What follows belongs to an exercise in optimizing a design on an open flow for small area, a short achievable clock period and few clock cycles per item; a production flow would make more cautious choices. At most, simulation tests tie the RTL to the original design; equivalence was not proved. Only the layout flow was run in runs 1, 2 and 5; the RTL was not checked for function there.

--- flow/config.mk ---
export PLATFORM = sky130hd
export DESIGN_NAME = DT
export DESIGN_NICKNAME = DT
export VERILOG_FILES = /design/flow/design.v
export SDC_FILE = /design/flow/constraint.sdc
export NUM_CORES = 4
export LEC_CHECK = 0
export ABC_AREA = 1
export CAP_MARGIN = 20
export CORE_MARGIN = 2
export CORE_UTILIZATION = 55
export PLACE_DENSITY = 0.7
export SETUP_SLACK_MARGIN = 2.3
export SLEW_MARGIN = 20
--- flow/constraint.sdc ---
create_clock -name core_clock -period 5.0 [get_ports {clk}]
set_input_delay 1.0000 -clock core_clock [delete_from_list [all_inputs] [get_ports {clk}]]
set_output_delay 1.0000 -clock core_clock [all_outputs]
set_load 0.01 [all_outputs]
--- flow/design.v ---
module DT(
	input			clk,
	input			reset,
	output	reg		done,
	output	reg		sti_rd,
	output		[9:0]	sti_addr,
	input		[15:0]	sti_di,
	output	reg		res_wr,
	output	reg		res_rd,
	output	reg	[13:0]	res_addr,
	output		[7:0]	res_do,
	input		[7:0]	res_di,
	output	reg		fw_finish
	);
function lt6;
	input [5:0] x, y;
	reg [5:0] gt, lt;
	integer i;
	begin
		lt6 = 1'b0;
		for (i = 0; i < 6; i = i + 1)
			lt6 = (~x[i] & y[i]) | (~(x[i] & ~y[i]) & lt6);
	end
endfunction
function [6:0] add7;
	input [6:0] x, y;
	reg [6:0] g, p, c;
	reg t;
	integer i, j, m;
	begin
		g = x & y;
		p = x ^ y;
		for (i = 0; i < 7; i = i + 1) begin
			c[i] = 1'b0;
			for (j = 0; j < i; j = j + 1) begin
				t = g[j];
				for (m = j + 1; m < i; m = m + 1)
					t = t & p[m];
				c[i] = c[i] | t;
			end
		end
		add7 = p ^ c;
	end
endfunction
function [9:0] inc10;
	input [9:0] x;
	reg t;
	integer i, m;
	begin
		for (i = 0; i < 10; i = i + 1) begin
			t = 1'b1;
			for (m = 0; m < i; m = m + 1)
				t = t & x[m];
			inc10[i] = x[i] ^ t;
		end
	end
endfunction
function [5:0] min6;
	input [5:0] x, y;
	min6 = lt6(x, y) ? x : y;
endfunction
function [3:0] lsb16;
	input [15:0] v;
	integer i;
	begin
		lsb16 = 4'd0;
		for (i = 15; i >= 0; i = i - 1)
			if (v[i]) lsb16 = i[3:0];
	end
endfunction
reg s_init, s_fdec, s_fra, s_frb, s_fw, s_fend;
reg s_bfind, s_bgo, s_bru, s_brv, s_bf, s_bl, s_bwn;
reg [5:0] do_r;		 
reg [5:0] a, b;		 
reg [9:0] wcnt;		 
reg [3:0] k;		 
reg xr;			 
reg fobj;		 
reg wv;			 
reg adj;		 
reg nc;			 
assign res_do = {2'b00, do_r};
assign sti_addr = wcnt ^ {10{fw_finish}};
wire [5:0] di = res_di[5:0];
wire [3:0] kn = k + (fw_finish ? 4'd1 : 4'd15);
wire xn = sti_di[kn];		 
wire [15:0] masked = sti_di & (16'hFFFF << k);
wire mz = (masked == 16'd0);
wire [3:0] f = lsb16(masked);
wire wend = (wcnt == 10'd1015);
wire flast = (res_addr == 14'd16382);
wire [5:0] min_adi = lt6(a, di) ? a : di;
wire [5:0] min_adi_p1 = min_adi + 6'd1;
wire [5:0] fm1 = do_r - 6'd1;
wire bwrite = lt6(a, fm1) || lt6(di, fm1);
wire fwr = (s_fdec & !fobj) | s_fw;		 
wire k15 = (k == 4'd15);
wire badv = (s_bgo & !adj) | (s_bl & !bwrite & !nc & !k15) | (s_bwn & !nc);
wire wadv = ((s_bgo & !adj) | (s_bwn & !nc)) & k15;
wire bnext = (s_bl & !bwrite & nc) | (s_bwn & nc);	 
wire [6:0] rsrc = s_bgo ? ~wcnt[9:3] : res_addr[13:7];
wire [6:0] csrc = s_bgo ? ~{wcnt[2:0], k} : res_addr[6:0];
wire r_up = (s_fdec & fobj) | s_brv | s_bl;
wire r_dn = s_fw | s_bf | (s_bgo & adj & !wv) | (s_fdec & !fobj & (res_addr[6:0] == 7'd127));
wire c_m1 = s_fw | s_bf | s_bru | s_bwn;
wire c_p1 = (s_fdec & !fobj) | s_fra | s_frb | (s_bgo & adj & !wv);
wire c_p2 = s_fdec & fobj & wv;
wire [6:0] rnext = add7(rsrc, r_up ? 7'h7f : {6'd0, r_dn});
wire [6:0] cnext = add7(csrc, c_m1 ? 7'h7f : {5'd0, c_p2, c_p1});
always @(posedge clk or negedge reset) begin
	if (!reset) begin
		s_init <= 1'b1;
		s_fdec <= 1'b0;
		s_fra <= 1'b0;
		s_frb <= 1'b0;
		s_fw <= 1'b0;
		s_fend <= 1'b0;
		s_bfind <= 1'b0;
		s_bgo <= 1'b0;
		s_bru <= 1'b0;
		s_brv <= 1'b0;
		s_bf <= 1'b0;
		s_bl <= 1'b0;
		s_bwn <= 1'b0;
		done <= 1'b0;
		fw_finish <= 1'b0;
		sti_rd <= 1'b0;
		res_wr <= 1'b0;
		res_rd <= 1'b0;
		res_addr <= 14'd16383;
		wcnt <= 10'd0;
		k <= 4'd15;
		xr <= 1'b0;
		fobj <= 1'b0;
		wv <= 1'b0;
	end else begin
		s_init <= 1'b0;
		s_fdec <= s_init | s_fw | (s_fdec & !fobj & !flast);
		s_fra <= s_fdec & fobj & !wv;
		s_frb <= s_fra;
		s_fw <= (s_fdec & fobj & wv) | s_frb;
		s_fend <= s_fdec & !fobj & flast;
		s_bfind <= s_fend | (s_bfind & mz & !wend) | badv;
		s_bgo <= s_bfind & !mz;
		s_bru <= s_bgo & adj & !wv;
		s_brv <= s_bru;
		s_bf <= (s_bgo & adj & wv) | s_brv | bnext;
		s_bl <= s_bf;
		s_bwn <= s_bl & (bwrite | (!nc & k15));
		done <= done | (s_bfind & mz & wend);
		if (s_fend) fw_finish <= 1'b1;
		res_rd <= (s_fdec & fobj) | s_fra | s_frb | (s_bgo & adj) | s_bru | s_brv | s_bf | bnext;
		res_wr <= fwr | (s_bgo & !adj) | (s_bl & bwrite);
		res_addr <= (s_bl & bwrite) ? ~{wcnt, k} : {rnext, cnext};
		sti_rd <= s_init | (fwr & (k == 4'd1)) | s_fend | (s_bfind & mz & !wend) | wadv;
		if (s_fend)
			wcnt <= 10'd8;
		else if ((fwr & (k == 4'd1)) | (s_bfind & mz & !wend) | wadv)
			wcnt <= inc10(wcnt);
		if (s_fend | (s_bfind & mz))
			k <= 4'd0;
		else if (s_bfind)
			k <= f;
		else if (fwr | (s_bgo & !adj) | (s_bl & !bwrite & (nc | !k15)) | s_bwn)
			k <= kn;
		if (fwr) xr <= xn;
		if (s_fdec & !fobj) fobj <= xn & xr;
		else if (s_fw) fobj <= xn;
		if ((s_fdec & !fobj) | s_fend | (s_bgo & !adj)) wv <= 1'b0;
		else if (s_fw | s_bl) wv <= 1'b1;
	end
end
always @(posedge clk) begin
	if (s_fend | (s_bfind & mz)) adj <= 1'b0;
	else if (s_bfind) adj <= adj & (f == k);
	else if (s_bgo) adj <= 1'b1;
	if (s_bf) nc <= xn & (k != 4'd15);
	if (s_init) do_r <= 6'd0;
	else if (s_fdec & !fobj) do_r <= {5'd0, xr};
	else if (s_fw) do_r <= min_adi_p1;
	else if (s_bgo & !adj) do_r <= 6'd1;
	else if (s_bf) do_r <= di;
	else if (s_bl & bwrite) do_r <= min_adi_p1;
	if (s_fdec & fobj) a <= wv ? min6(a, do_r) : do_r;
	else if (s_fra | s_frb | s_brv) a <= min_adi;
	else if (s_fw | s_bl) a <= min6(b, di);
	else if (s_bru) a <= di;
	else if (s_bf) a <= min6(a, do_r);
	if (s_frb | s_fw | s_brv | s_bl) b <= di;
end
endmodule
--- flow/flow/run.sh ---
#!/bin/bash
# Standard layout, with plain buffers (instead of delay cells) on the ports.
set -o pipefail
bash standard.sh "BUFFER_PORTS_ARGS=-buffer_cell sky130_fd_sc_hd__buf_1" finish > flow.log 2>&1
--- flow/standard.sh ---
#!/bin/bash
# synth_recipe.tcl (not shown) runs the flow's synth.tcl, then flattens the netlist and writes it again
# the make line also repeats each setting of config.mk as NAME=value (left out here)
make -C /OpenROAD-flow-scripts/flow DESIGN_CONFIG=/design/flow/config.mk WORK_HOME=/design/flow/orfs CLKGATE_MAP_FILE= SYNTH_SCRIPT=/design/flow/synth_recipe.tcl "${@:-finish}"
==> Implementation_results.wiki, run 1 <==
{| class="wikitable"
! Metric !! Value
|-
| Status || complete, no violations
|-
| Worst-path clk slew || 0.08 ns
|-
| Hpwl dp || roughly 11000 um
|-
| Post-synth EDFFs || 13
|-
| Setup-violating endpoint count in the final report || 0
|-
| Detailed-route vias per instance || about 5.6
|-
| Distinct cell type count of the synthesized netlist || 50
|-
| Area of the die || between 10000 and 15000 sq um
|-
| Number of design-rule violations left by the first detailed-router iteration || ~270
|-
| Top-area cell type share of the netlist area || 14.13%
|-
| Most frequently used cell type in the post-synthesis netlist || nand2_1
|-
| Total count of hold-check failures in the final report || 0
|-
| Biggest area contributors in the synthesized netlist || dfrtp_1 (14%), nand2_1 (13%), dfstp_2 (9.4%)
|-
| Post-synth top area cell || dfrtp_1
|-
| Final core utilization || 65.97%
|-
| Number of buffers added to fix hold violations after cts || 0
|-
| Path class of the lowest-slack min-delay path || reg -> reg
|-
| Synthesized flop and latch total || between 60 and 70
|-
| Total routing usage reported by global routing || between 30% and 40%
|-
| Drt wl/cell || approximately 16 um
|-
| Clock Skew || ~0.013 ns
|-
| Final worst path period need || around 2.6 ns
|-
| Final #Nets || approximately 860
|-
| Number of vias after detailed routing || 5304
|-
| Data arrival time of the worst path || slightly below 3 ns
|-
| R2r setup slk || around 2.5 ns
|-
| Max Freq || between 300 and 400 MHz
|-
| Synth Flop Type || dfrtp_1
|-
| Vias in the first global route || between 4k and 5k
|-
| Pin count of the biggest net entering global routing || 50
|-
| Total of warnings raised by yosys || 1
|-
| Library cell used as clock root buffer || clkbuf_8
|-
| Unrepaired setup endpoints after global routing || true
|-
| Multiplexer fraction of the synthesized cell area || 0%
|-
| H-tree depth || 3
|-
| Kind of end point of the critical path || flip-flop
|-
| Placeable core area || approximately 9300 sq um
|-
| Number of antenna violations at the first check in global routing || 0
|-
| Fraction of layout instances using a drive strength above 1 || about 15%
|-
| Worst slack at placement || 1.615 ns
|-
| Simple logic cell fraction of the synthesized area || between 20% and 30%
|-
| Worst setup SP type || input pin
|-
| Routed Wire Length || approximately 15000 um
|-
| Fraction of the cycle the final worst path needs || 52.72%
|-
| Pre-Repair DR Iteration Count || 5
|-
| Number of ports placed on the die boundary || between 60 and 70
|-
| Number of placement rows || 35
|-
| Final Max Slew Viols || 0
|-
| Synth async-reset ratio || 71.01%
|-
| Die outline height || between 100 and 150 um
|-
| Crit path max-delay cell type || clkbuf_4
|-
| # Max-Cap Violations || 0
|-
| TritonCTS clock tree || yes
|-
| XOR/XNOR share of the synthesized area || about 4.5%
|-
| Number of antenna-violating nets in the routed design || 0
|-
| Drt drc || 0
|-
| Tightest slew margin relative to the limit || 58.79%
|-
| Syn_area_per_cell || a little over 7 sq um
|-
| Insertion delay to the later sink of the worst-skew pair || around 0.36 ns
|-
| Least-Margin Pin Slew || slightly above 0.6 ns
|-
| Number of buffers created by CTS || 9
|-
| Synth Area in Adders || a little over 7%
|-
| Post-synthesis to final-layout area growth || 15.31%
|-
| Peak per-stage delay on the critical path || between 0.15 and 0.2 ns
|-
| Sequential share of the synthesized area || 33.52%
|-
| Start-to-end type of the worst setup path || in -> reg
|-
| Leading post-synthesis cells by instance count || nand2_1 (190), o21ai_0 (92), inv_1 (85)
|-
| Synthesized instance count || approximately 740
|-
| Area of the mapped netlist || between 5000 and 6000 sq um
|-
| Cell-by-cell listing of the critical path || clkbuf_4 -> inv_2 -> o22ai_1 -> o21ai_1 -> o21bai_1 -> nand2_1 -> nand2_2 -> nand2_8 -> nand2_2 -> o21ai_4 -> ha_4 -> xnor2_1 -> nand2_1 -> o21ai_0 -> nor2_1 -> a21oi_1 -> nor2_1
|-
| Bufs on Longest Clock Path || 2
|-
| Global route total overflow || 0
|-
| Count of clock tree sinks || 69
|-
| Share of the synthesized area in compound gates (AO/OA/AOI/OAI) || between 10% and 20%
|-
| Largest family of logic cells by synthesized area || simple AND/OR/NAND/NOR gates
|-
| Setup TNS Final || 0 ns
|-
| Effective utilization at floorplan || around 57%
|-
| Antenna diode count || 0
|-
| Routability-driven placement congestion ratio || 0.9685
|-
| Die Wd || 102.3 um
|-
| Worst Setup Slack, final || roughly 2.4 ns
|-
| Worst endpoint required time || around 5.3 ns
|-
| First-pass GRT wire length || ~24000 um
|-
| Maximum net fanout on the critical path || 13
|-
| Port bufs || between 50 and 60
|}
==> critical path: cells and delay by family <==
kind	cells	cell delay, ns
AOI/OAI and AO/OA	6	0.69
and+or+nand+nor	7	0.61
buffers and inverters	2	0.27
adders and majority gates	1	0.17
xor gates and xnor gates	1	0.14
==> layout make-up <==
| class | count | area (sq um) |
|---|---|---|
| clock inverter | 7 | 113.9 |
| sequential | 69 | 1794 |
| timing repair buffer | 77 | 369.1 |
| inverter | 91 | 356.6 |
| tap | 129 | 161.4 |
| multi-input combinational | 561 | 3206 |
| clock buffer | 9 | 123.9 |
| fill | 853 | 3159 |
==> cell families after synthesis <==
| kind of cell | count (synthesis) |
|---|---|
| and+or+nand+nor | 334 |
| xor gates and xnor gates | 27 |
| adders and majority gates | 29 |
| buffers and inverters | 111 |
| other | 1 |
| AOI/OAI and AO/OA | 168 |
| DFF | 69 |
==> final timing paths <==
path / start / to / depth (start not counted)
max: res_di[1] / do_r[2] / 17
min: s_fra / s_frb / 0
max reg2reg: k[0] / fobj / 10
min reg2reg: s_fra / s_frb / 0
max in group asynchronous: reset / fw_finish / 2
min in group asynchronous: reset / fw_finish / 2
==> metrics by stage <==
| stage | hold WS [ns] | instances | cell area [sq um] |
|---|---|---|---|
| global placement | 0.3675 | 910 | 5599 |
| CTS | 0.3942 | 929 | 5897 |
| global route | 0.4098 | 943 | 6125 |
| detailed placement | 0.3709 | 910 | 5599 |
| finish | 0.3970 | 943 | 6125 |
| floorplan | 0.3546 | 741 | 5331 |
==> flip-flops by register name (all words and copies together) (netlist names), 4 cells and up <==
register  count
a             6
b             6
do_r          6
k             4
res_addr     14
wcnt         10
==> repair_timing <==
action / CTS / global route
setup endpoints to repair: 17 / 38
gates resized for setup: 16 / 45
pin swaps: 1 / 5
setup buffers: 3 / 14
==> cell usage in the layout, fill, tap and decap left out, types with 15 or more instances in the layout <==
| cell type | netlist | layout |
|---|---|---|
| buf_1 | 1 | 53 |
| dfrtp_1 | 30 | 26 |
| nand3_1 | 56 | 54 |
| o21ai_0 | 92 | 82 |
| buf_4 | 6 | 19 |
| nor2_1 | 49 | 46 |
| nand2_1 | 190 | 180 |
| ha_1 | 26 | 25 |
| o21ai_1 | 7 | 15 |
| a21oi_1 | 23 | 21 |
| dfstp_2 | 19 | 18 |
| inv_1 | 85 | 81 |
| xor2_1 | 22 | 22 |
==> layer usage <==
| layer | track usage (%) | up-vias | routed length [um] |
|---|---|---|---|
| met2 | 52.48 | 169 | 7575 |
| met1 | 36.84 | 2492 | 6290 |
| met5 | 0 | - | 0 |
| met4 | 13.33 | 0 | 529 |
| met3 | 5.746 | 34 | 764 |
| li1 | - | 2609 | - |
==> run 2, diff against run 1 <==
--- a/flow/config.mk
+++ b/flow/config.mk
@@ -11,4 +11,4 @@
 export CORE_UTILIZATION = 55
 export PLACE_DENSITY = 0.7
-export SETUP_SLACK_MARGIN = 2.3
+export SETUP_SLACK_MARGIN = 2.45
 export SLEW_MARGIN = 20
==> Implementation_results.wiki, run 2 <==
{| class="wikitable"
! Metric !! Value
|-
| Status || complete, no violations (unchanged)
|-
| Library cell used as clock root buffer || clkbuf_8 (unchanged)
|-
| Setup TNS Final || 0 ns (unchanged)
|-
| Placeable core area || 9284 sq um (unchanged)
|-
| Final Max Slew Viols || 0 (unchanged)
|-
| Bufs on Longest Clock Path || 2 (unchanged)
|-
| TritonCTS clock tree || yes (unchanged)
|-
| Leading post-synthesis cells by instance count || nand2_1 (190), o21ai_0 (92), inv_1 (85) (unchanged)
|-
| Most frequent cells in the layout || nand2_1 (174), o21ai_0 (79), inv_1 (75) (was nand2_1 (180), o21ai_0 (82), inv_1 (81))
|-
| Final #Nets || 885 (was 864)
|-
| Antenna diode count || 0 (unchanged)
|-
| Largest register FFs || 14 (unchanged)
|-
| Drt wl/cell || 16.30 um (was 16.08 um)
|-
| Setup-violating endpoint count in the final report || 0 (unchanged)
|-
| Fillers || 820 (was 853)
|-
| Pre-Repair DR Iteration Count || 6 (was 5)
|-
| Distinct cell type count of the synthesized netlist || 50 (unchanged)
|-
| Synthesized flop and latch total || 69 (unchanged)
|-
| Insertion delay to the later sink of the worst-skew pair || 0.35 ns (was 0.36 ns)
|-
| Number of placement rows || 35 (unchanged)
|-
| Worst setup SP type || input pin (unchanged)
|-
| Post-synth EDFFs || 13 (unchanged)
|-
| H-tree depth || 3 (unchanged)
|-
| Top-area cell type share of the netlist area || 14.13% (unchanged)
|-
| First-pass GRT wire length || 24700 um (was 24210 um)
|-
| Fraction of layout instances using a drive strength above 1 || 20.00% (was 15.36%)
|-
| Total routing usage reported by global routing || 30.19% (was 30.31%)
|-
| Area of the mapped netlist || 5311 sq um (unchanged)
|-
| Synth Flop Type || dfrtp_1 (unchanged)
|-
| Least-Margin Pin Slew || 0.6357 ns (was 0.6181 ns)
|-
| Tightest slew margin relative to the limit || 57.62% (was 58.79%)
|-
| Number of buffers created by CTS || 9 (unchanged)
|-
| Count of clock tree sinks || 69 (unchanged)
|-
| Reg with most FFs || res_addr (unchanged)
|-
| Port bufs || 58 (unchanged)
|-
| Final worst path period need || 2.494 ns (was 2.636 ns)
|-
| Number of vias after detailed routing || 5503 (was 5304)
|-
| Clock Skew || 0.01080 ns (was 0.01284 ns)
|-
| Path class of the lowest-slack min-delay path || reg -> reg (unchanged)
|-
| Worst endpoint required time || 5.28 ns (was 5.25 ns)
|-
| Area of the die || 10460 sq um (unchanged)
|-
| Crit-path leading delay family || compound AO/OA/AOI/OAI gates (unchanged)
|-
| Synthesized instance count || 739 (unchanged)
|-
| Crit path max-delay cell type || o21ai_4 (was clkbuf_4)
|-
| Final core utilization || 69.31% (was 65.97%)
|-
| Vias in the first global route || 5086 (was 4865)
|-
| R2r setup slk || 2.53 ns (was 2.47 ns)
|-
| Data arrival time of the worst path || 2.78 ns (was 2.89 ns)
|-
| Most common cell after layout, fill and taps aside || nand2_1 (unchanged)
|-
| Largest registers || res_addr (14), wcnt (10) (unchanged)
|-
| Start-to-end type of the worst setup path || in -> reg (unchanged)
|-
| Detailed-route vias per instance || 5.709 (was 5.625)
|-
| Die Wd || 102.3 um (unchanged)
|-
| Total count of hold-check failures in the final report || 0 (unchanged)
|-
| Number of buffer and inverter instances along the worst setup path || 2 (unchanged)
|-
| # Max-Cap Violations || 0 (unchanged)
|-
| Drt drc || 0 (unchanged)
|-
| Routed Wire Length || 15720 um (was 15160 um)
|-
| Number of ports placed on the die boundary || 63 (unchanged)
|-
| Biggest area contributors in the synthesized netlist || dfrtp_1 (14%), nand2_1 (13%), dfstp_2 (9.4%) (unchanged)
|-
| Worst-path clk slew || 0.08 ns (about the same)
|-
| Global route total overflow || 0 (unchanged)
|-
| Peak per-stage delay on the critical path || 0.24 ns (was 0.17 ns)
|-
| Die outline height || 102.3 um (unchanged)
|-
| Max Freq || 400.9 MHz (was 379.3 MHz)
|-
| Post-synth top area cell || dfrtp_1 (unchanged)
|-
| Cell-by-cell listing of the critical path || buf_12 -> inv_12 -> o22ai_2 -> o21ai_1 -> o21bai_1 -> nand2_1 -> nand2_4 -> nand2_8 -> o21ai_4 -> ha_4 -> nand2_2 -> o21ai_2 -> nand2_1 -> nand2_1 -> nand2_1 -> a31oi_1 (was clkbuf_4 -> inv_2 -> o22ai_1 -> o21ai_1 -> o21bai_1 -> nand2_1 -> nand2_2 -> nand2_8 -> nand2_2 -> o21ai_4 -> ha_4 -> xnor2_1 -> nand2_1 -> o21ai_0 -> nor2_1 -> a21oi_1 -> nor2_1)
|-
| Unrepaired setup endpoints after global routing || true (unchanged)
|-
| Post-synthesis to final-layout area growth || 21.15% (was 15.31%)
|-
| Hpwl dp || 11160 um (was 11320 um)
|-
| Number of antenna-violating nets in the routed design || 0 (unchanged)
|-
| Number of design-rule violations left by the first detailed-router iteration || 420 (was 268)
|-
| Effective utilization at floorplan || 57.21% (unchanged)
|-
| Kind of end point of the critical path || flip-flop (unchanged)
|-
| Routability-driven placement congestion ratio || 0.9811 (was 0.9685)
|-
| Fraction of the cycle the final worst path needs || 49.88% (was 52.72%)
|-
| Dominant cell type by count on the critical path || nand2_1
|-
| Number of antenna violations at the first check in global routing || 0 (unchanged)
|-
| Pin count of the biggest net entering global routing || 50 (unchanged)
|-
| Total of warnings raised by yosys || 1 (unchanged)
|-
| Maximum net fanout on the critical path || 6 (was 13)
|-
| Most frequently used cell type in the post-synthesis netlist || nand2_1 (unchanged)
|-
| Sequential share of the synthesized area || 33.52% (unchanged)
|-
| Synth async-reset ratio || 71.01% (unchanged)
|-
| Syn_area_per_cell || 7.187 sq um (unchanged)
|}
-- run 2: changes by cell type in the layout (fill, tap and decap cells not counted), moves of 3 or more --
cell and delta:
inv_1 -6, buf_12 +4, nand2_2 +6, buf_4 +18
o21ai_0 -3, nand2_1 -6, ha_1 -3
-- run 2: final timing paths --
| path | depth (start not counted) | to | from |
|---|---|---|---|
| max in group asynchronous | 2 | s_fdec | reset |
| setup reg to reg | 15 | wcnt[9] | k[0] |
| hold / removal | 0 | s_frb | s_fra |
| min in group asynchronous | 2 | wcnt[6] | reset |
| hold reg to reg | 0 | s_frb | s_fra |
| setup / recovery | 16 | do_r[4] | res_di[1] |
-- run 2: area by class of cell --
| cell class | count | area (sq um) | share of cell area, % |
|---|---|---|---|
| clock buffer | 12 | 156.4 | 2.430 |
| clock inverter | 4 | 55.05 | 0.8555 |
| inverter | 91 | 381.6 | 5.930 |
| multi-input combinational | 562 | 3271 | 50.83 |
| sequential | 69 | 1798 | 27.94 |
| tap | 129 | 161.4 | 2.508 |
| timing repair buffer | 97 | 611.8 | 9.508 |
-- run 2: cells by family after synthesis --
logic type,synth area share [%]
other,0.07060
and+or+nand+nor,27.66
adders and majority gates,7.256
xor gates and xnor gates,4.452
buffers and inverters,9.022
AOI/OAI and AO/OA,18.02
DFF,33.52
-- run 2: what timing repair did --
item / in CTS / in global routing
setup buffers: 12 / 24
hold buffers: 0 / 0
gates resized for setup: 37 / 60
cloned: 1 / 1
pin swaps: 3 / 22
endpoints found under the setup margin: 41 / 42
-- run 2: stage by stage --
step	instances	hold slack, ns	setup slack (ns)	instance area (sq um)
floorplan	741	0.3546	2.412	5364
global placement	910	0.3619	1.642	5627
detailed placement	910	0.3795	1.572	5627
CTS	939	0.4178	2.430	6076
global route	964	0.4380	2.326	6435
finish	964	0.4174	2.506	6435
-- run 2: layer usage --
metal	track usage, %	share of wire, %	vias to the layer above
met2	53.80	50	228
met4	12.10	3.2	0
met1	36.71	40	2580
met3	4.378	6.4	42
met5	0	0	-
li1	-	-	2653
==> run 3, diff against run 2 <==
--- a/flow/design.v
+++ b/flow/design.v
@@ -95,7 +95,5 @@
 wire bwrite = lt6(a, fm1) || lt6(di, fm1);
 wire fwr = (s_fdec & !fobj) | s_fw;		 
-wire k15 = (k == 4'd15);
-wire badv = (s_bgo & !adj) | (s_bl & !bwrite & !nc & !k15) | (s_bwn & !nc);
-wire wadv = ((s_bgo & !adj) | (s_bwn & !nc)) & k15;
+wire badv = (s_bgo & !adj) | (s_bl & !bwrite & !nc) | (s_bwn & !nc);	 
 wire bnext = (s_bl & !bwrite & nc) | (s_bwn & nc);	 
 wire [6:0] rsrc = s_bgo ? ~wcnt[9:3] : res_addr[13:7];
@@ -147,5 +145,5 @@
 		s_bf <= (s_bgo & adj & wv) | s_brv | bnext;
 		s_bl <= s_bf;
-		s_bwn <= s_bl & (bwrite | (!nc & k15));
+		s_bwn <= s_bl & bwrite;
 		done <= done | (s_bfind & mz & wend);
 		if (s_fend) fw_finish <= 1'b1;
@@ -153,8 +151,8 @@
 		res_wr <= fwr | (s_bgo & !adj) | (s_bl & bwrite);
 		res_addr <= (s_bl & bwrite) ? ~{wcnt, k} : {rnext, cnext};
-		sti_rd <= s_init | (fwr & (k == 4'd1)) | s_fend | (s_bfind & mz & !wend) | wadv;
+		sti_rd <= s_init | (fwr & (k == 4'd1)) | s_fend | (s_bfind & mz & !wend) | (badv & (k == 4'd15));
 		if (s_fend)
 			wcnt <= 10'd8;
-		else if ((fwr & (k == 4'd1)) | (s_bfind & mz & !wend) | wadv)
+		else if ((fwr & (k == 4'd1)) | (s_bfind & mz & !wend) | (badv & (k == 4'd15)))
 			wcnt <= inc10(wcnt);
 		if (s_fend | (s_bfind & mz))
@@ -162,5 +160,5 @@
 		else if (s_bfind)
 			k <= f;
-		else if (fwr | (s_bgo & !adj) | (s_bl & !bwrite & (nc | !k15)) | s_bwn)
+		else if (fwr | (s_bgo & !adj) | (s_bl & !bwrite) | s_bwn)
 			k <= kn;
 		if (fwr) xr <= xn;
==> flow/flow/run.sh (replaced) <==
#!/bin/bash
# The standard layout with two changes:
#  - synthesis maps the logic with flow/abc_area.script (an area-recovering
#    ABC script) in place of ORFS's abc_area.script; everything else in
#    synthesis is the standard one;
#  - the ports get plain buffers instead of delay cells.
set -o pipefail
rm -rf scripts_mod
cp -r "$FLOW_HOME/scripts" scripts_mod
cp flow/abc_area.script scripts_mod/abc_area.script
bash standard.sh "SCRIPTS_DIR=$PWD/scripts_mod" synth > synth.log 2>&1 || exit 1
bash standard.sh "BUFFER_PORTS_ARGS=-buffer_cell sky130_fd_sc_hd__buf_1" finish > flow.log 2>&1
==> flow/flow/abc_area.script (new file) <==
strash
dch
map -a -B 0.9
topo
stime -c
buffer -c
upsize -c
dnsize -c
--- a/flow/config.mk
+++ b/flow/config.mk
@@ -11,4 +11,4 @@
 export CORE_UTILIZATION = 55
 export PLACE_DENSITY = 0.7
-export SETUP_SLACK_MARGIN = 2.45
+export SETUP_SLACK_MARGIN = 2.3
 export SLEW_MARGIN = 20
==> Implementation_results.wiki, run 3 <==
{| class="wikitable"
! Metric !! Value
|-
| H-tree depth || 3 (unchanged)
|-
| Detailed-route vias per instance || 5.887 (was 5.709)
|-
| Total routing usage reported by global routing || 29.98% (was 30.19%)
|-
| Synthesized instance count || 680 (was 739)
|-
| Number of antenna-violating nets in the routed design || 0 (unchanged)
|-
| Status || complete, no violations (unchanged)
|-
| Top-area cell type share of the netlist area || 14.84% (was 14.13%)
|-
| Tightest slew margin relative to the limit || 38.04% (was 57.62%)
|-
| Setup TNS Final || 0 ns (unchanged)
|-
| Synth async-reset ratio || 71.01% (unchanged)
|-
| Number of buffers created by CTS || 9 (unchanged)
|-
| Routability-driven placement congestion ratio || 1.022 (was 0.9811)
|-
| Die Wd || 99.91 um (was 102.3 um)
|-
| Area of the die || 9981 sq um (was 10460 sq um)
|-
| Setup-violating endpoint count in the final report || 0 (unchanged)
|-
| Fraction of layout instances using a drive strength above 1 || 25.00% (was 20.00%)
|-
| Number of antenna violations at the first check in global routing || 0 (unchanged)
|-
| Kind of end point of the critical path || flip-flop (unchanged)
|-
| Synth Flop Type || dfrtp_1 (unchanged)
|-
| Sequential share of the synthesized area || 35.20% (was 33.52%)
|-
| Post-synthesis to final-layout area growth || 25.25% (was 21.15%)
|-
| TritonCTS clock tree || yes (unchanged)
|-
| Least-Margin Pin Slew || 0.9260 ns (was 0.6357 ns)
|-
| Final #Nets || 838 (was 885)
|-
| Syn_area_per_cell || 7.439 sq um (was 7.187 sq um)
|-
| Met1 Wirelength || 6272 um (was 6307 um)
|-
| Highest routed metal layer || met4 (unchanged)
|-
| Worst slack at placement || 1.314 ns (was 1.572 ns)
|-
| First-pass GRT wire length || 23800 um (was 24700 um)
|-
| Biggest area contributors in the synthesized netlist || dfrtp_1 (15%), o21ai_0 (9.9%), dfstp_2 (9.9%) (was dfrtp_1 (14%), nand2_1 (13%), dfstp_2 (9.4%))
|-
| Reg2reg start || do_r[1] (was k[0])
|-
| Global route total overflow || 0 (unchanged)
|-
| Drt drc || 0 (unchanged)
|-
| Worst setup SP type || input pin (unchanged)
|-
| Start-to-end type of the worst setup path || in -> reg (unchanged)
|-
| Number of vias after detailed routing || 5275 (was 5503)
|-
| Distinct cell type count of the synthesized netlist || 54 (was 50)
|-
| Number of buffers added to fix hold violations after cts || 0 (unchanged)
|-
| Count of clock tree sinks || 69 (unchanged)
|-
| Vias in the first global route || 4870 (was 5086)
|-
| Reg with most FFs || res_addr (unchanged)
|-
| Final worst path period need || 2.783 ns (was 2.494 ns)
|-
| Most common cell after layout, fill and taps aside || nand2_1 (unchanged)
|-
| Leading post-synthesis cells by instance count || nand2_1 (116), o21ai_0 (100), inv_1 (93) (was nand2_1 (190), o21ai_0 (92), inv_1 (85))
|-
| Number of placement rows || 34 (was 35)
|-
| Largest registers || res_addr (14), wcnt (10) (unchanged)
|-
| Post-synth top area cell || dfrtp_1 (unchanged)
|-
| Total of warnings raised by yosys || 1 (unchanged)
|-
| Placeable core area || 8806 sq um (was 9284 sq um)
|-
| Worst endpoint required time || 5.26 ns (was 5.28 ns)
|-
| Bufs on Longest Clock Path || 2 (unchanged)
|-
| Number of design-rule violations left by the first detailed-router iteration || 342 (was 420)
|-
| Effective utilization at floorplan || 57.45% (was 57.21%)
|-
| Maximum net fanout on the critical path || 7 (was 6)
|-
| Number of ports placed on the die boundary || 63 (unchanged)
|-
| Most frequently used cell type in the post-synthesis netlist || nand2_1 (unchanged)
|-
| Total count of hold-check failures in the final report || 0 (unchanged)
|-
| Data arrival time of the worst path || 3.05 ns (was 2.78 ns)
|-
| Insertion delay to the later sink of the worst-skew pair || 0.36 ns (was 0.35 ns)
|-
| Met3 WL || 1271 um (was 1009 um)
|-
| Path class of the lowest-slack min-delay path || reg -> reg (unchanged)
|-
| Port bufs || 58 (unchanged)
|-
| Routed Wire Length || 15200 um (was 15720 um)
|-
| Worst-path clk slew || 0.08 ns (about the same)
|-
| # Max-Cap Violations || 0 (unchanged)
|-
| Die outline height || 99.91 um (was 102.3 um)
|-
| Library cell used as clock root buffer || clkbuf_8 (unchanged)
|-
| CP startpoint || res_di[1] (unchanged)
|-
| Fillers || 698 (was 820)
|-
| Post-synth EDFFs || 13 (unchanged)
|-
| Unrepaired setup endpoints after global routing || true (unchanged)
|-
| Met2 Routed Length || 7265 um (was 7898 um)
|-
| Final Max Slew Viols || 0 (unchanged)
|-
| Largest register FFs || 14 (unchanged)
|-
| Beginning of the worst hold path || s_fra (unchanged)
|-
| Pin count of the biggest net entering global routing || 50 (unchanged)
|-
| Max Freq || 359.3 MHz (was 400.9 MHz)
|-
| Hpwl dp || 10410 um (was 11160 um)
|-
| Pre-Repair DR Iteration Count || 5 (was 6)
|-
| Antenna diode count || 0 (unchanged)
|-
| Area of the mapped netlist || 5059 sq um (was 5311 sq um)
|-
| Drt wl/cell || 16.97 um (was 16.30 um)
|-
| Most frequent cells in the layout || nand2_1 (104), o21ai_0 (82), inv_1 (77) (was nand2_1 (174), o21ai_0 (79), inv_1 (75))
|-
| Fraction of the cycle the final worst path needs || 55.66% (was 49.88%)
|-
| Clock Skew || 0.02303 ns (was 0.01080 ns)
|-
| Worst Setup Slack, final || 2.217 ns (was 2.506 ns)
|-
| Synthesized flop and latch total || 69 (unchanged)
|-
| Final core utilization || 71.95% (was 69.31%)
|}
-- run 3: changes by cell type after synthesis, sizes merged, moves of 4 or more --
cell and delta:
buf -6, nand2 -76, nor2 +5, o221ai +4, o211ai -5, inv +9
o21bai -4, a21oi +19, nand3 -25, o22ai -4, a211oi +4, a22oi +4
clkbuf +5, o21ai +5
-- run 3: final timing paths --
kind                                 to  slack, ns  depth (start not counted)
worst max-delay path            do_r[4]       2.22                         16
worst min-delay path              s_frb       0.38                          0
max in group asynchronous          s_fw       3.80                          2
worst min register to register    s_frb       0.38                          0
worst max register to register  do_r[4]       2.31                         17
min in group asynchronous         s_frb       0.74                          2
-- run 3: cells by family (layout without fill, tap and decap cells) --
group / count (synthesis) / after routing / synth area share, %
other: 1 / 3 / 0.07413
buffers and inverters: 119 / 224 / 9.275
AOI/OAI and AO/OA: 193 / 193 / 21.74
and+or+nand+nor: 238 / 239 / 20.68
DFF: 69 / 69 / 35.20
adders and majority gates: 31 / 31 / 8.014
xor gates and xnor gates: 29 / 29 / 5.021
-- run 3: repair_timing --
| action | in CTS | in global routing |
|---|---|---|
| pin swaps | 12 | 27 |
| endpoints found under the setup margin | 41 | 30 |
| setup buffers | 19 | 30 |
| resized for setup | 45 | 71 |
| cloned | 1 | 0 |
-- run 3: layout make-up --
class	count	area, sq um	share of cell area [%]
multi-input combinational	495	3133	49.45
sequential	69	1789	28.24
timing repair buffer	108	663.1	10.47
inverter	100	420.4	6.635
tap	108	135.1	2.133
clock buffer	9	123.9	1.955
clock inverter	7	71.32	1.126
-- run 3: metrics by stage --
| stage | cells | area (sq um) | hold slack [ns] |
|---|---|---|---|
| detailed placement | 830 | 5403 | 0.3642 |
| floorplan | 682 | 5132 | 0.3519 |
| global route | 896 | 6336 | 0.4002 |
| CTS | 866 | 5908 | 0.3837 |
| finish | 896 | 6336 | 0.3753 |
| global placement | 830 | 5403 | 0.3621 |
-- run 3: critical path, stage by stage --
cell	delay, ns
buf_12	0.11
inv_12	0.03
o22ai_2	0.14
nand2_1	0.08
o221ai_2	0.06
o21ai_1	0.09
o21ai_1	0.12
o221ai_2	0.15
o21ai_4	0.15
nand2_1	0.11
o21ai_2	0.12
inv_1	0.15
nor3_4	0.24
xnor2_2	0.15
a21oi_1	0.11
a221oi_2	0.23
-- run 3: layer usage --
layer,global-route usage [%],up-vias
li1,-,2506
met1,40.19,2490
met2,49.32,236
met3,5.710,43
met4,9.694,0
met5,0,-
Testbench counts of run 3, summed over its fixed seeds: cycles 1,042,110, images 32.
==> run 4, diff against run 3 <==
==> flow/flow/abc_area.script (replaced) <==
strash
dc2
dch -f
map -a -B 0.9
topo
stime -c
buffer -c
upsize -c
dnsize -c
==> Implementation_results.wiki, run 4 <==
{| class="wikitable"
! Metric !! Value
|-
| Final #Nets || 827 (was 838)
|-
| Library cell used as clock root buffer || clkbuf_8 (unchanged)
|-
| Unrepaired setup endpoints after global routing || true (unchanged)
|-
| Max Freq || 359.8 MHz (was 359.3 MHz)
|-
| Global route total overflow || 0 (unchanged)
|-
| Antenna diode count || 0 (unchanged)
|-
| Effective utilization at floorplan || 57.15% (was 57.45%)
|-
| Fraction of the cycle the final worst path needs || 55.58% (was 55.66%)
|-
| Clock Skew || 0.01403 ns (was 0.02303 ns)
|-
| Synthesized flop and latch total || 69 (unchanged)
|-
| Post-synthesis to final-layout area growth || 25.41% (was 25.25%)
|-
| Hpwl dp || 10730 um (was 10410 um)
|-
| Most frequently used cell type in the post-synthesis netlist || nand2_1 (unchanged)
|-
| Maximum net fanout on the critical path || 6 (was 7)
|-
| Sequential share of the synthesized area || 35.38% (was 35.20%)
|-
| Vias in the first global route || 4965 (was 4870)
|-
| Path class of the lowest-slack min-delay path || reg -> reg (unchanged)
|-
| First-pass GRT wire length || 24500 um (was 23800 um)
|-
| Routability-driven placement congestion ratio || 0.9438 (was 1.022)
|-
| Count of clock tree sinks || 69 (unchanged)
|-
| Total routing usage reported by global routing || 31.40% (was 29.98%)
|-
| Synth async-reset ratio || 71.01% (unchanged)
|-
| Die Wd || 99.66 um (was 99.91 um)
|-
| Status || complete, no violations (unchanged)
|-
| Least-Margin Pin Slew || 0.6224 ns (was 0.9260 ns)
|-
| Post-synth top area cell || dfrtp_1 (unchanged)
|-
| Most frequent cells in the layout || nand2_1 (98), inv_1 (68), o21ai_0 (61), buf_4 (61), nor2_1 (57) (was nand2_1 (104), o21ai_0 (82), inv_1 (77))
|-
| Number of design-rule violations left by the first detailed-router iteration || 262 (was 342)
|-
| Total of warnings raised by yosys || 1 (unchanged)
|-
| Die outline height || 99.66 um (was 99.91 um)
|-
| Start-to-end type of the worst setup path || in -> reg (unchanged)
|-
| Largest registers || res_addr (14), wcnt (10) (unchanged)
|-
| Post-synth EDFFs || 13 (unchanged)
|-
| Fillers || 709 (was 698)
|-
| Placeable core area || 8806 sq um (unchanged)
|-
| Setup TNS Final || 0 ns (unchanged)
|-
| Detailed-route vias per instance || 5.863 (was 5.887)
|-
| Insertion delay to the later sink of the worst-skew pair || 0.36 ns (about the same)
|-
| Routed Wire Length || 15230 um (was 15200 um)
|-
| Pin count of the biggest net entering global routing || 50 (unchanged)
|-
| Worst-path clk slew || 0.08 ns (about the same)
|-
| Most common cell after layout, fill and taps aside || nand2_1 (unchanged)
|-
| Syn_area_per_cell || 7.695 sq um (was 7.439 sq um)
|-
| Pre-Repair DR Iteration Count || 5 (unchanged)
|-
| Worst hold slack across all endpoints || 0.3812 ns (was 0.3753 ns)
|-
| Top-area cell type share of the netlist area || 14.92% (was 14.84%)
|-
| Number of placement rows || 34 (unchanged)
|-
| Worst setup SP type || input pin (unchanged)
|-
| Distinct cell type count of the synthesized netlist || 54 (unchanged)
|-
| Biggest area contributors in the synthesized netlist || dfrtp_1 (15%), dfstp_2 (9.9%), nand2_1 (8.0%) (was dfrtp_1 (15%), o21ai_0 (9.9%), dfstp_2 (9.9%))
|-
| Final Max Slew Viols || 0 (unchanged)
|-
| Number of vias after detailed routing || 5189 (was 5275)
|-
| Area of the mapped netlist || 5032 sq um (was 5059 sq um)
|-
| Area of the die || 9931 sq um (was 9981 sq um)
|-
| R2r setup slk || 2.32 ns (was 2.31 ns)
|-
| Bufs on Longest Clock Path || 2 (unchanged)
|-
| Largest register FFs || 14 (unchanged)
|-
| Total count of hold-check failures in the final report || 0 (unchanged)
|-
| Number of buffers added to fix hold violations after cts || 0 (unchanged)
|-
| Tightest slew margin relative to the limit || 58.51% (was 38.04%)
|-
| Number of buffers created by CTS || 9 (unchanged)
|-
| Reg with most FFs || res_addr (unchanged)
|-
| Synthesized instance count || 654 (was 680)
|-
| Port bufs || 58 (unchanged)
|-
| Data arrival time of the worst path || 3.01 ns (was 3.05 ns)
|-
| # Max-Cap Violations || 0 (unchanged)
|-
| Setup-violating endpoint count in the final report || 0 (unchanged)
|-
| Number of antenna violations at the first check in global routing || 0 (unchanged)
|-
| Final worst path period need || 2.779 ns (was 2.783 ns)
|-
| Drt wl/cell || 17.21 um (was 16.97 um)
|-
| Kind of end point of the critical path || flip-flop (unchanged)
|-
| Drt drc || 0 (unchanged)
|-
| H-tree depth || 3 (unchanged)
|-
| Fraction of layout instances using a drive strength above 1 || 25.61% (was 25.00%)
|-
| Number of antenna-violating nets in the routed design || 0 (unchanged)
|-
| Leading post-synthesis cells by instance count || nand2_1 (107), inv_1 (81), o21ai_0 (79) (was nand2_1 (116), o21ai_0 (100), inv_1 (93))
|-
| Number of ports placed on the die boundary || 63 (unchanged)
|-
| TritonCTS clock tree || yes (unchanged)
|-
| Synth Flop Type || dfrtp_1 (unchanged)
|-
| Worst endpoint required time || 5.24 ns (was 5.26 ns)
|}
## run 4: changes by cell type after synthesis, sizes merged, moves of 5 or more
| cell | change |
|---|---|
| o21ai | -20 |
| clkbuf | -5 |
| o221ai | +8 |
| nand3 | -9 |
| inv | -12 |
| or2 | -5 |
| a21oi | -7 |
| nand2 | -10 |
| nor2 | +13 |
## run 4: final cells by class
type | count | area (sq um) | area share [%]
Timing Repair inverter | 1 | 5.005 | 0.07930
Clock buffer | 11 | 152.6 | 2.419
Sequential cell | 69 | 1794 | 28.43
Multi-Input combinational cell | 482 | 3098 | 49.09
Clock inverter | 5 | 35.03 | 0.5551
Timing Repair Buffer | 121 | 732.0 | 11.60
Tap cell | 108 | 135.1 | 2.141
Inverter | 88 | 359.1 | 5.690
## run 4: path summary, 6_finish.rpt
path                                start       to  cells past startpoint
worst max-delay path            res_di[1]  do_r[2]                     18
min in group asynchronous           reset  wcnt[6]                      2
worst min-delay path                s_fra    s_frb                      0
worst min register to register      s_fra    s_frb                      0
max in group asynchronous           reset     s_bl                      2
worst max register to register       k[0]     fobj                     11
## run 4: repair_timing
| item | CTS | global route |
|---|---|---|
| cloned | 2 | 0 |
| setup endpoints to repair | 39 | 31 |
| pin swaps | 17 | 26 |
| resized for setup | 62 | 58 |
| buffers inserted | 30 | 30 |
## run 4: layer usage
metal	vias up	global-route usage, %	part of all wire (%)
met2	213	53.69	49
met4	0	14.96	5.1
met3	51	4.568	5.0
li1	2493	-	-
met1	2432	39.08	41
met5	-	0	0
## run 4: critical path, cell delays in order
cell and delay, ns:
buf_12 0.09, inv_8 0.03, o22ai_4 0.16, o21ai_2 0.10, o21ai_2 0.07, o21ai_2 0.07, o21ai_2 0.06, o21ai_2 0.07
a21oi_2 0.14, o22ai_4 0.14, o21ai_2 0.19, inv_2 0.08, ha_4 0.18, buf_4 0.13, buf_4 0.12, xor2_1 0.15
o211ai_1 0.16, a21oi_1 0.09
## run 4: kinds of logic (layout without fill, tap and decap cells)
kind of cell    after synthesis  after routing  share of synthesized area, %
xor+xnor                     33             33                         5.893
other cells                   1              3                       0.07452
simple gates                225            226                         18.77
flops                        69             69                         35.38
buf+inv                     106            226                         8.752
compound gates              191            191                         23.47
fa+ha+maj                    29             29                         7.658
## run 4: stage by stage
stage               instance area, sq um  setup slack [ns]  util, %  cells
floorplan                           5050             2.142        -    656
global placement                    5315             1.182    60.36    807
detailed placement                  5315             1.190    60.36    807
CTS                                 5914             2.169    67.16    855
global route                        6311             2.112    71.67    885
finish                              6311             2.221    71.67    885
==> run 5, diff against run 4 <==
--- a/flow/design.v
+++ b/flow/design.v
@@ -7,5 +7,5 @@
 	input		[15:0]	sti_di,
 	output	reg		res_wr,
-	output	reg		res_rd,
+	output			res_rd,
 	output	reg	[13:0]	res_addr,
 	output		[7:0]	res_do,
@@ -69,6 +69,7 @@
 	end
 endfunction
-reg s_init, s_fdec, s_fra, s_frb, s_fw, s_fend;
-reg s_bfind, s_bgo, s_bru, s_brv, s_bf, s_bl, s_bwn;
+reg s_init, s_fdec, s_fw, s_fend;
+reg s_bfind, s_bgo, s_bf, s_bl, s_bwn;
+reg s_ra, s_rb;
 reg [5:0] do_r;		 
 reg [5:0] a, b;		 
@@ -81,4 +82,5 @@
 reg nc;			 
 assign res_do = {2'b00, do_r};
+assign res_rd = s_ra | s_rb | s_fw | s_bf | s_bl;
 assign sti_addr = wcnt ^ {10{fw_finish}};
 wire [5:0] di = res_di[5:0];
@@ -90,6 +92,9 @@
 wire wend = (wcnt == 10'd1015);
 wire flast = (res_addr == 14'd16382);
-wire [5:0] min_adi = lt6(a, di) ? a : di;
-wire [5:0] min_adi_p1 = min_adi + 6'd1;
+wire lt_adi = lt6(a, di);
+wire [5:0] min_adi = lt_adi ? a : di;
+wire [5:0] a_p1 = a + 6'd1;
+wire [5:0] di_p1 = di + 6'd1;
+wire [5:0] min_adi_p1 = lt_adi ? a_p1 : di_p1;
 wire [5:0] fm1 = do_r - 6'd1;
 wire bwrite = lt6(a, fm1) || lt6(di, fm1);
@@ -99,8 +104,8 @@
 wire [6:0] rsrc = s_bgo ? ~wcnt[9:3] : res_addr[13:7];
 wire [6:0] csrc = s_bgo ? ~{wcnt[2:0], k} : res_addr[6:0];
-wire r_up = (s_fdec & fobj) | s_brv | s_bl;
+wire r_up = (s_fdec & fobj) | (s_rb & fw_finish) | s_bl;
 wire r_dn = s_fw | s_bf | (s_bgo & adj & !wv) | (s_fdec & !fobj & (res_addr[6:0] == 7'd127));
-wire c_m1 = s_fw | s_bf | s_bru | s_bwn;
-wire c_p1 = (s_fdec & !fobj) | s_fra | s_frb | (s_bgo & adj & !wv);
+wire c_m1 = s_fw | s_bf | (s_ra & fw_finish) | s_bwn;
+wire c_p1 = (s_fdec & !fobj) | ((s_ra | s_rb) & !fw_finish) | (s_bgo & adj & !wv);
 wire c_p2 = s_fdec & fobj & wv;
 wire [6:0] rnext = add7(rsrc, r_up ? 7'h7f : {6'd0, r_dn});
@@ -110,12 +115,10 @@
 		s_init <= 1'b1;
 		s_fdec <= 1'b0;
-		s_fra <= 1'b0;
-		s_frb <= 1'b0;
+		s_ra <= 1'b0;
+		s_rb <= 1'b0;
 		s_fw <= 1'b0;
 		s_fend <= 1'b0;
 		s_bfind <= 1'b0;
 		s_bgo <= 1'b0;
-		s_bru <= 1'b0;
-		s_brv <= 1'b0;
 		s_bf <= 1'b0;
 		s_bl <= 1'b0;
@@ -125,5 +128,4 @@
 		sti_rd <= 1'b0;
 		res_wr <= 1'b0;
-		res_rd <= 1'b0;
 		res_addr <= 14'd16383;
 		wcnt <= 10'd0;
@@ -135,18 +137,15 @@
 		s_init <= 1'b0;
 		s_fdec <= s_init | s_fw | (s_fdec & !fobj & !flast);
-		s_fra <= s_fdec & fobj & !wv;
-		s_frb <= s_fra;
-		s_fw <= (s_fdec & fobj & wv) | s_frb;
+		s_ra <= (s_fdec & fobj & !wv) | (s_bgo & adj & !wv);
+		s_rb <= s_ra;
+		s_fw <= (s_fdec & fobj & wv) | (s_rb & !fw_finish);
 		s_fend <= s_fdec & !fobj & flast;
 		s_bfind <= s_fend | (s_bfind & mz & !wend) | badv;
 		s_bgo <= s_bfind & !mz;
-		s_bru <= s_bgo & adj & !wv;
-		s_brv <= s_bru;
-		s_bf <= (s_bgo & adj & wv) | s_brv | bnext;
+		s_bf <= (s_bgo & adj & wv) | (s_rb & fw_finish) | bnext;
 		s_bl <= s_bf;
 		s_bwn <= s_bl & bwrite;
 		done <= done | (s_bfind & mz & wend);
 		if (s_fend) fw_finish <= 1'b1;
-		res_rd <= (s_fdec & fobj) | s_fra | s_frb | (s_bgo & adj) | s_bru | s_brv | s_bf | bnext;
 		res_wr <= fwr | (s_bgo & !adj) | (s_bl & bwrite);
 		res_addr <= (s_bl & bwrite) ? ~{wcnt, k} : {rnext, cnext};
@@ -181,9 +180,9 @@
 	else if (s_bl & bwrite) do_r <= min_adi_p1;
 	if (s_fdec & fobj) a <= wv ? min6(a, do_r) : do_r;
-	else if (s_fra | s_frb | s_brv) a <= min_adi;
+	else if (s_bgo & !wv) a <= do_r;
+	else if (s_ra | s_rb) a <= min_adi;
 	else if (s_fw | s_bl) a <= min6(b, di);
-	else if (s_bru) a <= di;
 	else if (s_bf) a <= min6(a, do_r);
-	if (s_frb | s_fw | s_brv | s_bl) b <= di;
+	if (s_rb | s_fw | s_bl) b <= di;
 end
 endmodule
==> flow/flow/run.sh (replaced) <==
#!/bin/bash
# Standard layout, with plain buffers (instead of delay cells) on the ports.
set -o pipefail
bash standard.sh "BUFFER_PORTS_ARGS=-buffer_cell sky130_fd_sc_hd__buf_1" finish > flow.log 2>&1
--- a/flow/config.mk
+++ b/flow/config.mk
@@ -11,4 +11,4 @@
 export CORE_UTILIZATION = 55
 export PLACE_DENSITY = 0.7
-export SETUP_SLACK_MARGIN = 2.3
+export SETUP_SLACK_MARGIN = 2.35
 export SLEW_MARGIN = 20
removed: flow/flow/abc_area.script
==> Implementation_results.wiki, run 5 <==
{| class="wikitable"
! Metric !! Value
|-
| Maximum net fanout on the critical path || 7 (was 6)
|-
| Clock Skew || 0.02093 ns (was 0.01403 ns)
|-
| Start-to-end type of the worst setup path || reg -> reg (was in -> reg)
|-
| Global route hottest layer || met2 (unchanged)
|-
| Synthesized flop and latch total || 66 (was 69)
|-
| Die outline height || 101.6 um (was 99.66 um)
|-
| Data arrival time of the worst path || 2.96 ns (was 3.01 ns)
|-
| Unrepaired setup endpoints after global routing || true (unchanged)
|-
| Least-Margin Pin Slew || 0.7132 ns (was 0.6224 ns)
|-
| Synthesized instance count || 748 (was 654)
|-
| Worst-path clk slew || 0.08 ns (about the same)
|-
| Fraction of layout instances using a drive strength above 1 || 19.67% (was 25.61%)
|-
| Fin cells || 968 (was 885)
|-
| Total of warnings raised by yosys || 1 (unchanged)
|-
| Drt wl/cell || 15.86 um (was 17.21 um)
|-
| Number of placed instances with taps included || 919 (was 807)
|-
| TritonCTS clock tree || yes (unchanged)
|-
| Total cell area at the placement stage || 5520 sq um (was 5315 sq um)
|-
| Max Freq || 373.5 MHz (was 359.8 MHz)
|-
| Library cell used as clock root buffer || clkbuf_8 (unchanged)
|-
| Port bufs || 58 (unchanged)
|-
| Pre-Repair DR Iteration Count || 5 (unchanged)
|-
| Number of antenna violations at the first check in global routing || 0 (unchanged)
|-
| Antenna diode count || 0 (unchanged)
|-
| Number of placement rows || 35 (was 34)
|-
| Met3 GRT Util || 5.728% (was 4.568%)
|-
| Final Max Slew Viols || 0 (unchanged)
|-
| Post-synth top area cell || nand2_1 (was dfrtp_1)
|-
| Crit path max-delay cell type || dfxtp_4 (was o21ai_2)
|-
| Worst endpoint required time || 5.29 ns (was 5.24 ns)
|-
| Die Wd || 101.6 um (was 99.66 um)
|-
| Met2 Resource Use GR || 50.46% (was 53.69%)
|-
| Final worst path period need || 2.677 ns (was 2.779 ns)
|-
| Post-synth EDFFs || 13 (unchanged)
|-
| Crit-path leading delay family || simple AND/OR/NAND/NOR gates (was compound AO/OA/AOI/OAI gates)
|-
| Setup TNS Final || 0 ns (unchanged)
|-
| Global route total overflow || 0 (unchanged)
|-
| Worst Setup Slack, final || 2.323 ns (was 2.221 ns)
|-
| Area of the die || 10320 sq um (was 9931 sq um)
|-
| Most frequent cells in the layout || nand2_1 (183), inv_1 (85), o21ai_0 (69) (was nand2_1 (98), inv_1 (68), o21ai_0 (61), buf_4 (61), nor2_1 (57))
|-
| Tightest slew margin relative to the limit || 52.28% (was 58.51%)
|-
| Largest registers || res_addr (14), wcnt (10) (unchanged)
|-
| Reg with most FFs || res_addr (unchanged)
|-
| Top-area cell type share of the netlist area || 14.41% (was 14.92%)
|-
| H-tree depth || 3 (unchanged)
|-
| Number of buffer and inverter instances along the worst setup path || 1 (was 5)
|-
| Peak per-stage delay on the critical path || 0.42 ns (was 0.19 ns)
|-
| Fraction of the cycle the final worst path needs || 53.54% (was 55.58%)
|-
| Effective utilization at floorplan || 56.68% (was 57.15%)
|-
| Final #Nets || 889 (was 827)
|-
| Insertion delay to the later sink of the worst-skew pair || 0.36 ns (about the same)
|-
| Synth async-reset ratio || 69.70% (was 71.01%)
|-
| Distinct cell type count of the synthesized netlist || 52 (was 54)
|-
| Pin count of the biggest net entering global routing || 47 (was 50)
|-
| Most common cell after layout, fill and taps aside || nand2_1 (unchanged)
|-
| Syn_area_per_cell || 7.002 sq um (was 7.695 sq um)
|-
| Number of vias after detailed routing || 5450 (was 5189)
|-
| Synth Flop Type || dfrtp_1 (unchanged)
|-
| Kind of end point of the critical path || flip-flop (unchanged)
|-
| Routability-driven placement congestion ratio || 0.9601 (was 0.9438)
|-
| Sequential share of the synthesized area || 32.56% (was 35.38%)
|-
| Bufs on Longest Clock Path || 2 (unchanged)
|-
| Total count of hold-check failures in the final report || 0 (unchanged)
|-
| Vias in the first global route || 4977 (was 4965)
|-
| Number of design-rule violations left by the first detailed-router iteration || 298 (was 262)
|-
| Status || complete, no violations (unchanged)
|-
| Largest register FFs || 14 (unchanged)
|-
| Number of ports placed on the die boundary || 63 (unchanged)
|-
| # Max-Cap Violations || 0 (unchanged)
|-
| Dominant cell type by count on the critical path || nand2_2 (was o21ai_2)
|-
| Post-synthesis to final-layout area growth || 20.59% (was 25.41%)
|-
| Number of antenna-violating nets in the routed design || 0 (unchanged)
|-
| Drt drc || 0 (unchanged)
|-
| Number of buffers added to fix hold violations after cts || 0 (unchanged)
|-
| Routed Wire Length || 15350 um (was 15230 um)
|-
| Post-Layout Inst Area || 6316 sq um (was 6311 sq um)
|-
| First-pass GRT wire length || 23890 um (was 24500 um)
|-
| Cell-by-cell listing of the critical path || clkinvlp_4 -> ha_4 -> nand2_2 -> nand3_2 -> o21ai_1 -> maj3_2 -> nand2_2 -> nand2_2 -> o21bai_4 -> nand3_4 -> nor2_4 -> nand2_2 -> nand3_4 -> nand2_8 -> nand2_8 -> nand2_1 -> nand2_1 (was buf_12 -> inv_8 -> o22ai_4 -> o21ai_2 -> o21ai_2 -> o21ai_2 -> o21ai_2 -> o21ai_2 -> a21oi_2 -> o22ai_4 -> o21ai_2 -> inv_2 -> ha_4 -> buf_4 -> buf_4 -> xor2_1 -> o211ai_1 -> a21oi_1)
|-
| Worst setup SP type || flip-flop (was input pin)
|-
| Leading post-synthesis cells by instance count || nand2_1 (201), inv_1 (93), o21ai_0 (76) (was nand2_1 (107), inv_1 (81), o21ai_0 (79))
|-
| Number of buffers created by CTS || 9 (unchanged)
|-
| Setup-violating endpoint count in the final report || 0 (unchanged)
|-
| Hpwl dp || 10860 um (was 10730 um)
|-
| Area of the mapped netlist || 5238 sq um (was 5032 sq um)
|-
| Global routing usage on met1 || 37.58% (was 39.08%)
|-
| Most frequently used cell type in the post-synthesis netlist || nand2_1 (unchanged)
|-
| Count of clock tree sinks || 66 (was 69)
|-
| Biggest area contributors in the synthesized netlist || nand2_1 (14%), dfrtp_1 (13%), dfstp_2 (9.5%) (was dfrtp_1 (15%), dfstp_2 (9.9%), nand2_1 (8.0%))
|-
| Worst slack at placement || 1.654 ns (was 1.190 ns)
|-
| Total routing usage reported by global routing || 29.60% (was 31.40%)
|-
| Path class of the lowest-slack min-delay path || reg -> reg (unchanged)
|-
| Placeable core area || 9240 sq um (was 8806 sq um)
|-
| Detailed-route vias per instance || 5.630 (was 5.863)
|}
## run 5: cell count changes after synthesis, moves of 6 or more
cell / change
o21ai_2: -7
a211oi_1: -6
a21oi_1: -12
nand3_1: +26
inv_1: +12
nand2_1: +94
o221ai_1: -10
## run 5: metrics by stage
step	hold WS [ns]	util, %
floorplan	0.3955	-
global placement	0.4178	59.74
detailed placement	0.4215	59.74
CTS	0.4874	63.76
global route	0.4780	68.35
finish	0.4697	68.35
## run 5: path summary, 6_finish.rpt
kind	start	endpoint	slack, ns	cells past startpoint
max in group asynchronous	reset	fw_finish	3.81	2
hold reg to reg	s_bf	s_bl	0.47	0
min in group asynchronous	reset	wcnt[6]	0.71	2
setup reg to reg	do_r[1]	wcnt[9]	2.32	17
setup / recovery	do_r[1]	wcnt[9]	2.32	17
hold / removal	s_bf	s_bl	0.47	0
## run 5: worst register-to-register path, cell delays in order (launching register included)
cell        delay (ns)
dfxtp_4           0.42
clkinvlp_4        0.17
ha_4              0.32
nand2_2           0.05
nand3_2           0.07
o21ai_1           0.07
maj3_2            0.32
nand2_2           0.08
nand2_2           0.07
o21bai_4          0.15
nand3_4           0.14
nor2_4            0.17
nand2_2           0.09
nand3_4           0.12
nand2_8           0.11
nand2_8           0.15
nand2_1           0.05
nand2_1           0.06
## run 5: layout make-up
cell class,instances,area [sq um]
clock buffers,12,177.7
clock inverters,4,55.05
fillers,797,2924
inverters,102,396.6
multi-input cells,565,3316
flip-flops and latches,66,1725
well taps,129,161.4
repair buffers,89,476.7
repair inverters,1,7.507
## run 5: cell families (layout without fill, tap and decap cells)
| logic type | after synthesis | after routing | synth area share [%] |
|---|---|---|---|
| AND/OR/NAND/NOR | 356 | 358 | 29.17 |
| flip-flops | 66 | 66 | 32.56 |
| buffers and inverters | 121 | 208 | 9.532 |
| other | 1 | 3 | 0.07160 |
| AO/OA/AOI/OAI | 145 | 145 | 16.22 |
| XOR/XNOR | 28 | 28 | 4.682 |
| adder cells (fa/ha/maj) | 31 | 31 | 7.764 |
## run 5: per-layer routing
| layer | part of all wire, % | up-vias | wire [um] |
|---|---|---|---|
| li1 | - | 2632 | - |
| met1 | 42 | 2587 | 6500 |
| met2 | 49 | 201 | 7594 |
| met3 | 6.0 | 30 | 927 |
| met4 | 2.1 | 0 | 328 |
| met5 | 0 | - | 0 |
## run 5: what timing repair did
action                     4_1_cts  5_1_grt
setup endpoints to repair       40       30
setup buffers                    5       25
pin swaps                        0       20
gates resized for setup         27       66
gates cloned                     1        2

[static timing again, ports no longer ideal]
In the flow no input, the clock included, has a driving cell. The finished layouts below were timed again as built, in two steps. Step 1 assumes that a clkbuf_16 drives the clock port and a buf_2 every other input. Step 2 moves the port delays by t, midway between the first and last clock arrival at a register: inputs arrive t later, outputs are due t later. That takes back most of the time a late clock gives input paths. Three values: ideal, step 1, step 2; two values: the first two.
run	shift t [ns]	setup WS [ns]	worst slew at a driven data input, ns
run 1	0.386	2.364 / 2.375 / 1.989	0.04
run 2	0.383	2.506 / 2.475 / 2.092	0.06
run 3	0.379	2.217 / 2.183 / 1.805	0.06
run 4	0.383	2.221 / 2.186 / 1.803	0.06
run 5	0.379	2.323 / 2.323 / 2.034	0.04
After both steps every run listed still meets setup and hold. For run 4, which loses most, drivers alone change the setup slack by -0.035 ns; drivers and shift together by -0.418 ns.
